What follows belongs to an exercise in optimizing a design on an open flow for small area; a production flow would make more cautious choices. RTL that was checked went through simulation tests only; none was proved equivalent to the original. No driver is modelled on the clock port, so clocking that relies on it looks cheaper here than on a real chip. Power figures rest on the tool's default switching activity, not on a simulated workload.

==> flow/design.v <==
`timescale 1ns / 1ps
module home_automation (
    input clk,
    input rst,
    output trig,
    input echo,
    output scl,
    input sda_i,
    output sda_o,
    input [3:0] sw,
    output [2:0] led,
    output [7:0] temp
);
    reg [14:0] tl;
    reg trig_r;
    wire tl_z = (tl == 15'h0000);
    wire tl_e = (tl == 15'h46c7);
    always @(posedge clk or posedge rst) begin
        if (rst) begin
            tl <= 0;
            trig_r <= 0;
        end else begin
            tl <= {tl[13] ^ tl_e, tl[12:0], ~(tl[14] ^ tl[9] ^ tl[6] ^ tl[4])};
            trig_r <= tl_z | (trig_r & !tl_e);
        end
    end
    assign trig = trig_r;
    reg meas;
    reg [5:0] dur;
    reg dvalid;
    reg near;
    always @(posedge clk or posedge rst) begin
        if (rst) begin
            meas <= 0;
            dvalid <= 0;
            near <= 1;
        end else begin
            meas <= echo;
            if (!echo && meas) begin
                dvalid <= 1;
                near <= (dur != 6'd59);
            end
        end
    end
    always @(posedge clk) begin
        if (echo && !meas) dur <= 0;
        else if (echo && dur != 6'd59) dur <= dur + 1'b1;
    end
    localparam [2:0] S_IDLE = 3'b000, S_START = 3'b001, S_RS = 3'b010, S_STOP = 3'b011,
                     S_SA = 3'b100, S_SR = 3'b101, S_RA = 3'b110, S_RD = 3'b111;
    reg [2:0] state;
    reg [4:0] dc;
    reg [2:0] bc;
    reg [2:0] bn;
    reg cal_done;
    reg scl_out, sda_out;
    reg [4:0] tempr;
    wire bus = state[2];
    wire tick = bus && dc[1];
    wire idle = (state == S_IDLE);
    wire iblk = idle && (dc == 5'd31);
    wire wdone = idle ? (bn == 3'd5 && bc == 3'd1 && dc == 5'd16) : (dc[4] & dc[2]);
    wire rd = (state == S_RD);
    wire sample = rd && tick && scl_out;
    wire adv = rd && tick && !scl_out;
    wire bdec = tick && !scl_out;
    wire bend = bdec && (bc == 3'd0);
    wire [7:0] sdata = (state == S_SA) ? 8'hDC : (cal_done ? 8'hFA : 8'h88);
    always @(posedge clk or posedge rst) begin
        if (rst) begin
            state <= S_IDLE;
            scl_out <= 1;
            sda_out <= 1;
            dc <= 0;
            bc <= 3'd7;
            bn <= 3'd6;
            cal_done <= 0;
        end else begin
            dc <= (bus ? dc[1] : wdone) ? 5'd0 : dc + 1'b1;
            if (tick) scl_out <= ~scl_out;
            if (bdec || iblk) bc <= bc - 1'b1;
            else if (state == S_START && wdone) bc <= 3'd7;
            if (tick && scl_out && !state[1]) sda_out <= sdata[bc];
            if (!bus && wdone) begin
                case (state)
                    S_IDLE: state <= S_START;
                    S_START: begin state <= S_SA; sda_out <= 0; end
                    S_RS: begin state <= S_RA; sda_out <= 1; end
                    default: begin state <= S_IDLE; sda_out <= 0; scl_out <= 0; end
                endcase
            end
            if (bend) bn <= (state == S_RA) ? {1'b0, cal_done, cal_done} : bn + 1'b1;
            else if (iblk && bc == 3'd0) bn <= bn + 1'b1;
            if (bend) begin
                case (state)
                    S_SA: state <= S_SR;
                    S_SR: state <= S_RS;
                    S_RA: state <= S_RD;
                    default: if (bn == 3'd5) begin
                        state <= S_STOP;
                        cal_done <= 1;
                    end
                endcase
            end
        end
    end
    assign scl = scl_out;
    assign sda_o = sda_out;
    reg [15:0] t1r, t2r, t3r;
    reg [31:0] p;
    reg [20:0] x;
    wire [15:0] t2 = {t2r[7:0], t2r[15:8]};
    wire ph0 = rd && tick && (cal_done ? (bn == 3'd3) : (bn == 3'd4)) && (bc[2] || (bc == 3'd3 && scl_out));
    wire lo = sample && (cal_done ? (bn == 3'd4) : (bn == 3'd5));
    wire hi = sample && cal_done && (bn == 3'd5);
    wire shr8 = (adv && cal_done && (bn == 3'd4) && (bc == 0)) || ((state == S_STOP) && (dc[4:0] == 5'd13));
    wire cap = sample && (bc == 0) && (bn == 3'd5);
    wire cph = (rd && !scl_out && bc == 0 && bn == 3'd5) ||
               ((state == S_STOP) && !dc[4] && !(dc[3] && dc[2] && (dc[1] || dc[0])));
    wire dsum = (state == S_STOP) && (dc[4:0] == 5'd14);
    wire dstep = (state == S_STOP) && (dc[4:0] >= 5'd15) && (dc[4:0] <= 5'd19);
    wire last = (state == S_STOP) && dc[4] && dc[2];
    wire t1bit = t1r[7] && !(lo && bc == 0);
    wire rbit = lo && cal_done && sda_i;
    wire dig_en = (ph0 || lo) && (t1bit ^ rbit);
    wire dig_neg = (ph0 || lo) && t1bit && !rbit;
    wire dig_pos = (ph0 || lo) && !t1bit && rbit;
    wire dq = (p[9:0] >= 10'd400);
    reg [31:0] yv;
    always @(*) begin
        yv = 32'd0;
        if (ph0 || lo) yv[31:0] = {{16{dig_neg}}, (t2 & {16{dig_pos}}) | (~t2 & {16{dig_neg}})};
        if (hi && sda_i) yv[23:8] = t2;
        if (cph && t3r[7]) yv[20:0] = x;
        if (dsum) yv[25:5] = x;
        if (dstep && dq) yv[9:0] = 10'd225;
    end
    wire [31:0] av = {p[30:0], 1'b0};
    wire [32:0] cy;
    wire [31:0] s;
    assign cy[0] = dig_neg;
    genvar gi;
    generate
        for (gi = 0; gi < 32; gi = gi + 1) begin : rca
            assign s[gi] = av[gi] ^ yv[gi] ^ cy[gi];
            assign cy[gi + 1] = (av[gi] & yv[gi]) | (av[gi] & cy[gi]) | (yv[gi] & cy[gi]);
        end
    endgenerate
    wire step = ph0 || lo || hi || cph || dstep;
    wire pclr = (state == S_IDLE) || cap;
    wire pen = pclr || shr8 || dsum || step;
    wire [31:0] pd = shr8 ? {8'd0, p[31:8]} : ({32{!pclr}} & (dsum ? {s[31:10], s[26:17]} : s[31:0]));
    always @(posedge clk) begin
        if (pen) p <= pd;
        if (cap) x <= s[31:11];
        if (sample && !cal_done && bn[2:1] == 2'b00) t1r <= {t1r[14:0], sda_i};
        else if (ph0 || (lo && bc != 0)) t1r <= {t1r[14:0], t1r[15]};
        if (sample && !cal_done && bn[2:1] == 2'b01) t2r <= {t2r[14:0], sda_i};
        if (sample && !cal_done && bn[2:1] == 2'b10) t3r <= {t3r[14:0], sda_i};
        else if (cph) t3r <= {t3r[14:0], t3r[15]};
    end
    always @(posedge clk or posedge rst) begin
        if (rst) tempr <= 0;
        else if (last) tempr <= p[4:0];
    end
    assign temp = {3'b000, tempr};
    reg code_ok;
    reg [14:0] bl;
    reg bh;
    reg blink_r;
    reg light_r, fan_r;
    always @(posedge clk or posedge rst) begin
        if (rst) code_ok <= 0;
        else code_ok <= (sw == 4'b1010);
    end
    wire bl_e = (bl == 15'h24f5);
    wire bl_h = (bl == 15'h495d);
    wire bl_w = (bl == 15'h4000);
    always @(posedge clk or posedge rst) begin
        if (rst) begin
            bl <= 0;
            bh <= 1;
            blink_r <= 0;
        end else begin
            blink_r <= !code_ok && bh;
            if (!code_ok) begin
                bl <= {bl[13:0], ~(bl[14] ^ bl[13]) ^ bl_e};
                if (bl_h) bh <= 0;
                else if (bl_w) bh <= 1;
            end
        end
    end
    always @(posedge clk or posedge rst) begin
        if (rst) begin
            light_r <= 0;
            fan_r <= 0;
        end else begin
            if (dvalid && near && code_ok) begin
                light_r <= 1;
                fan_r <= 1;
            end else begin
                light_r <= 0;
            end
            if (tempr > 5'd25 && code_ok) fan_r <= 1;
            else if (!near) fan_r <= 0;
        end
    end
    assign led = {blink_r, fan_r, light_r};
endmodule
clock: 30.0 ns
lec_check: 0
cap_margin: 20
core_margin: 2
core_utilization: 65
cts_buf_list: sky130_fd_sc_hd__clkbuf_8
cts_cluster_diameter: 300
cts_cluster_size: 40
slew_margin: 20
standard.sh (not shown) runs the stock make flow with config.mk's settings and CLKGATE_MAP_FILE= SYNTH_SCRIPT=/design/flow/synth_recipe.tcl, a recipe that flattens the netlist after the stock synthesis.
==> flow/flow/run.sh <==
#!/bin/bash
export BUFFER_PORTS_ARGS="-buffer_cell sky130_fd_sc_hd__buf_1"
export CTS_ARGS="-sink_clustering_enable -dont_use_dummy_load -root_buf sky130_fd_sc_hd__clkbuf_8 -buf_list sky130_fd_sc_hd__clkbuf_4 -repair_clock_nets"
export POST_CTS_TCL="$PWD/flow/post_cts.tcl"
export POST_FLOORPLAN_TCL="$PWD/flow/post_floorplan.tcl"
bash standard.sh > standard_flow.log 2>&1
==> flow/flow/post_cts.tcl <==
set n_up 0
foreach inst [get_cells *] {
  if { [get_property $inst ref_name] ne "sky130_fd_sc_hd__clkbuf_4" } { continue }
  set fanout 0
  foreach pin [get_pins -of_objects $inst] {
    if { [get_property $pin direction] eq "output" } {
      set net [get_nets -of_objects $pin]
      set fanout [expr { [llength [get_pins -of_objects $net]] - 1 }]
    }
  }
  if { $fanout > 11 } {
    replace_cell $inst sky130_fd_sc_hd__clkbuf_8
    incr n_up
  }
}
puts "post_cts: upsized $n_up clock buffers"
if { $n_up > 0 } {
  detailed_placement
  estimate_parasitics -placement
}
==> flow/flow/post_floorplan.tcl <==
# After floorplan: every combinational cell is set to the lowest drive strength
# of its function (synthesis sized some up for its own load model); repair_design
# in placement then upsizes or buffers wherever slew or load needs it.
set n_down 0
foreach inst [get_cells *] {
  set m [get_property $inst ref_name]
  if { ![regexp {^(sky130_fd_sc_hd__[a-z0-9]+)_([0-9]+)$} $m -> base drv] } { continue }
  if { $drv <= 1 } { continue }
  if { [regexp {df|clk|conb|tap|dly|fill|decap|lpflow|diode} $base] } { continue }
  foreach d {1 0} {
    if { [llength [get_lib_cells -quiet */${base}_$d]] > 0 } {
      replace_cell $inst ${base}_$d
      incr n_down
      break
    }
  }
}
puts "post_floorplan: set $n_down cells to their lowest drive strength"
The first run went through all stages and came out clean.
Rerun with:
--- a/flow/design.v
+++ b/flow/design.v
@@ -13,15 +13,15 @@
 );
     reg [14:0] tl;
     reg trig_r;
-    wire tl_z = (tl == 15'h0000);
-    wire tl_e = (tl == 15'h46c7);
-    always @(posedge clk or posedge rst) begin
-        if (rst) begin
-            tl <= 0;
+    wire tl_s = (tl == 15'h24f5);
+    wire tl_c = (tl == 15'h74ac);
+    always @(posedge clk or posedge rst) begin
+        if (rst) begin
+            tl <= 15'h24f5;
             trig_r <= 0;
         end else begin
-            tl <= {tl[13] ^ tl_e, tl[12:0], ~(tl[14] ^ tl[9] ^ tl[6] ^ tl[4])};
-            trig_r <= tl_z | (trig_r & !tl_e);
+            tl <= {tl[13:0], ~(tl[14] ^ tl[13]) ^ tl_s};
+            trig_r <= tl_s | (trig_r & !tl_c);
         end
     end
     assign trig = trig_r;
@@ -29,6 +29,7 @@
     reg [5:0] dur;
     reg dvalid;
     reg near;
+    reg far;
     always @(posedge clk or posedge rst) begin
         if (rst) begin
             meas <= 0;
@@ -38,13 +39,13 @@
             meas <= echo;
             if (!echo && meas) begin
                 dvalid <= 1;
-                near <= (dur != 6'd59);
+                near <= !far;
             end
         end
     end
     always @(posedge clk) begin
-        if (echo && !meas) dur <= 0;
-        else if (echo && dur != 6'd59) dur <= dur + 1'b1;
+        dur <= (echo && !meas) ? 6'd0 : {dur[4:0], ~(dur[5] ^ dur[4])};
+        far <= !(echo && !meas) && (far || dur == 6'h2a);
     end
     localparam [2:0] S_IDLE = 3'b000, S_START = 3'b001, S_RS = 3'b010, S_STOP = 3'b011,
                      S_SA = 3'b100, S_SR = 3'b101, S_RA = 3'b110, S_RD = 3'b111;
@@ -113,12 +114,12 @@
     wire ph0 = rd && tick && (cal_done ? (bn == 3'd3) : (bn == 3'd4)) && (bc[2] || (bc == 3'd3 && scl_out));
     wire lo = sample && (cal_done ? (bn == 3'd4) : (bn == 3'd5));
     wire hi = sample && cal_done && (bn == 3'd5);
-    wire shr8 = (adv && cal_done && (bn == 3'd4) && (bc == 0)) || ((state == S_STOP) && (dc[4:0] == 5'd13));
+    wire shr8 = adv && cal_done && (bn == 3'd4) && (bc == 0);
     wire cap = sample && (bc == 0) && (bn == 3'd5);
     wire cph = (rd && !scl_out && bc == 0 && bn == 3'd5) ||
                ((state == S_STOP) && !dc[4] && !(dc[3] && dc[2] && (dc[1] || dc[0])));
-    wire dsum = (state == S_STOP) && (dc[4:0] == 5'd14);
-    wire dstep = (state == S_STOP) && (dc[4:0] >= 5'd15) && (dc[4:0] <= 5'd19);
+    wire dsum = (state == S_STOP) && (dc[4:0] == 5'd13);
+    wire dstep = (state == S_STOP) && (dc[4:0] >= 5'd14) && (dc[4:0] <= 5'd18);
     wire last = (state == S_STOP) && dc[4] && dc[2];
     wire t1bit = t1r[7] && !(lo && bc == 0);
     wire rbit = lo && cal_done && sda_i;
@@ -126,22 +127,22 @@
     wire dig_neg = (ph0 || lo) && t1bit && !rbit;
     wire dig_pos = (ph0 || lo) && !t1bit && rbit;
     wire dq = (p[9:0] >= 10'd400);
-    reg [31:0] yv;
+    reg [34:0] yv;
     always @(*) begin
-        yv = 32'd0;
+        yv = 35'd0;
         if (ph0 || lo) yv[31:0] = {{16{dig_neg}}, (t2 & {16{dig_pos}}) | (~t2 & {16{dig_neg}})};
         if (hi && sda_i) yv[23:8] = t2;
         if (cph && t3r[7]) yv[20:0] = x;
-        if (dsum) yv[25:5] = x;
+        if (dsum) yv[33:13] = x;
         if (dstep && dq) yv[9:0] = 10'd225;
     end
-    wire [31:0] av = {p[30:0], 1'b0};
-    wire [32:0] cy;
-    wire [31:0] s;
+    wire [34:0] av = {2'b00, p, 1'b0};
+    wire [35:0] cy;
+    wire [34:0] s;
     assign cy[0] = dig_neg;
     genvar gi;
     generate
-        for (gi = 0; gi < 32; gi = gi + 1) begin : rca
+        for (gi = 0; gi < 35; gi = gi + 1) begin : rca
             assign s[gi] = av[gi] ^ yv[gi] ^ cy[gi];
             assign cy[gi + 1] = (av[gi] & yv[gi]) | (av[gi] & cy[gi]) | (yv[gi] & cy[gi]);
         end
@@ -149,7 +150,7 @@
     wire step = ph0 || lo || hi || cph || dstep;
     wire pclr = (state == S_IDLE) || cap;
     wire pen = pclr || shr8 || dsum || step;
-    wire [31:0] pd = shr8 ? {8'd0, p[31:8]} : ({32{!pclr}} & (dsum ? {s[31:10], s[26:17]} : s[31:0]));
+    wire [31:0] pd = shr8 ? {8'd0, p[31:8]} : ({32{!pclr}} & (dsum ? {s[31:10], s[34:25]} : s[31:0]));
     always @(posedge clk) begin
         if (pen) p <= pd;
         if (cap) x <= s[31:11];
@@ -174,11 +175,10 @@
         else code_ok <= (sw == 4'b1010);
     end
     wire bl_e = (bl == 15'h24f5);
-    wire bl_h = (bl == 15'h495d);
-    wire bl_w = (bl == 15'h4000);
-    always @(posedge clk or posedge rst) begin
-        if (rst) begin
-            bl <= 0;
+    wire bl_h = (bl == 15'h7843);
+    always @(posedge clk or posedge rst) begin
+        if (rst) begin
+            bl <= 15'h49eb;
             bh <= 1;
             blink_r <= 0;
         end else begin
@@ -186,7 +186,7 @@
             if (!code_ok) begin
                 bl <= {bl[13:0], ~(bl[14] ^ bl[13]) ^ bl_e};
                 if (bl_h) bh <= 0;
-                else if (bl_w) bh <= 1;
+                else if (bl_e) bh <= 1;
             end
         end
     end
After rerunning: Area after synthesis is lower by about 2.2%. Routed wire length fell by 5.2%. Final area goes down by about 0.8%. Non-clock buffer count rises by 1. Register-to-register slack gets worse by 1.8 ns. Via count falls by about 6%. First-iteration DRC count shrinks by about 12%. Sequential power grows by about 2%.
No run of this note included a check of the RTL's function; only the layout flow was run.


Setup of rev 12:
Another version of the RTL of home_automation (not shown whole).
Size: roughly 660 cells after synthesis, about 170 flip-flops, ~22 I/O pins, roughly 8200 um2 of cells after synthesis.
export LEC_CHECK = 0
export CAP_MARGIN = 20
export CORE_MARGIN = 2
export CORE_UTILIZATION = 65
export CTS_BUF_LIST = sky130_fd_sc_hd__clkbuf_8
export CTS_CLUSTER_DIAMETER = 300
export CTS_CLUSTER_SIZE = 40
export SLEW_MARGIN = 20
create_clock -name core_clock -period 30.0 [get_ports {clk}]
==> flow/flow/run.sh <==
#!/bin/bash
export BUFFER_PORTS_ARGS="-buffer_cell sky130_fd_sc_hd__buf_1"
export CTS_ARGS="-dont_use_dummy_load -buf_list sky130_fd_sc_hd__clkbuf_8 -repair_clock_nets"
bash standard.sh > standard_flow.log 2>&1
The following lists how rev 13 was set up differently from rev 12:
--- a/flow/design.v
+++ b/flow/design.v
@@ -5,54 +5,55 @@
     output trig,
     input echo,
     output scl,
     input sda_i,
     output sda_o,
     input [3:0] sw,
     output [2:0] led,
     output [7:0] temp
 );
     reg [14:0] tl;
     reg trig_r;
-    wire tl_z = (tl == 15'h0000);
-    wire tl_e = (tl == 15'h46c7);
-    always @(posedge clk or posedge rst) begin
-        if (rst) begin
-            tl <= 0;
+    wire tl_s = (tl == 15'h24f5);
+    wire tl_c = (tl == 15'h74ac);
+    always @(posedge clk or posedge rst) begin
+        if (rst) begin
+            tl <= 15'h24f5;
             trig_r <= 0;
         end else begin
-            tl <= {tl[13] ^ tl_e, tl[12:0], ~(tl[14] ^ tl[9] ^ tl[6] ^ tl[4])};
-            trig_r <= tl_z | (trig_r & !tl_e);
+            tl <= {tl[13:0], ~(tl[14] ^ tl[13]) ^ tl_s};
+            trig_r <= tl_s | (trig_r & !tl_c);
         end
     end
     assign trig = trig_r;
     reg meas;
     reg [5:0] dur;
     reg dvalid;
     reg near;
+    reg far;
     always @(posedge clk or posedge rst) begin
         if (rst) begin
             meas <= 0;
             dvalid <= 0;
             near <= 1;
         end else begin
             meas <= echo;
             if (!echo && meas) begin
                 dvalid <= 1;
-                near <= (dur != 6'd59);
+                near <= !far;
             end
         end
     end
     always @(posedge clk) begin
-        if (echo && !meas) dur <= 0;
-        else if (echo && dur != 6'd59) dur <= dur + 1'b1;
+        dur <= (echo && !meas) ? 6'd0 : {dur[4:0], ~(dur[5] ^ dur[4])};
+        far <= !(echo && !meas) && (far || dur == 6'h2a);
     end
     localparam [2:0] S_IDLE = 3'b000, S_START = 3'b001, S_RS = 3'b010, S_STOP = 3'b011,
                      S_SA = 3'b100, S_SR = 3'b101, S_RA = 3'b110, S_RD = 3'b111;
     reg [2:0] state;
     reg [4:0] dc;
     reg [2:0] bc;
     reg [2:0] bn;
     reg cal_done;
     reg scl_out, sda_out;
     reg [4:0] tempr;
     wire bus = state[2];
@@ -166,35 +167,34 @@
     assign temp = {3'b000, tempr};
     reg code_ok;
     reg [14:0] bl;
     reg bh;
     reg blink_r;
     reg light_r, fan_r;
     always @(posedge clk or posedge rst) begin
         if (rst) code_ok <= 0;
         else code_ok <= (sw == 4'b1010);
     end
     wire bl_e = (bl == 15'h24f5);
-    wire bl_h = (bl == 15'h495d);
-    wire bl_w = (bl == 15'h4000);
-    always @(posedge clk or posedge rst) begin
-        if (rst) begin
-            bl <= 0;
+    wire bl_h = (bl == 15'h7843);
+    always @(posedge clk or posedge rst) begin
+        if (rst) begin
+            bl <= 15'h49eb;
             bh <= 1;
             blink_r <= 0;
         end else begin
             blink_r <= !code_ok && bh;
             if (!code_ok) begin
                 bl <= {bl[13:0], ~(bl[14] ^ bl[13]) ^ bl_e};
                 if (bl_h) bh <= 0;
-                else if (bl_w) bh <= 1;
+                else if (bl_e) bh <= 1;
             end
         end
     end
     always @(posedge clk or posedge rst) begin
         if (rst) begin
             light_r <= 0;
             fan_r <= 0;
         end else begin
             if (dvalid && near && code_ok) begin
                 light_r <= 1;
                 fan_r <= 1;
### Flow results
Fraction of standard cell area in multi-input logic: higher on rev 13
Proportion of power drawn by the clock network: rev 13 < rev 12
Changes observed in rev 13 relative to rev 12: combined flip-flop and latch cell area went up about 0.9%, met2 routed wirelength shows an increase of about 2%.
The lower setup slack after layout came out of rev 13.
Only the layout flow was run in rev 13; the RTL was not checked for function there.

==> port drivers added, routing unchanged <==
No port has a modelled driver above. Below, the same layouts with a new extraction and two added sets of constraints.
Step 1 assumes that a clkbuf_16 drives the clock port and a buf_2 every other input.
Step 2 adds t to the input delays and takes it off the output delays; t is the mean of the earliest and latest rising clock arrival at the registers after step 1. Input paths then give back, and output paths get back, about the clock's delay inside the block.
a / b / c = ideal / step 1 / step 2; a / b = the first two.
run	t (ns)	slack for setup (ns)	latest minus earliest clock arrival (ns)	slew at the worst register clock pin (ns)	cell pins on the clock port's net
the first run of note 1	0.461	11.806 / 11.822 / 11.361	0.033 / 0.034	0.11 / 0.11	1
the second run of note 1	0.460	10.108 / 10.126 / 9.666	0.038 / 0.038	0.11 / 0.11	1
rev 12	0.472	10.175 / 10.183 / 9.711	0.023 / 0.023	0.09 / 0.09	1
rev 13	0.480	10.103 / 10.117 / 9.636	0.019 / 0.019	0.08 / 0.08	1
After both steps every run listed still meets setup and hold. For rev 13, which loses most, drivers alone change the setup slack by +0.014 ns; drivers and shift together by -0.467 ns.
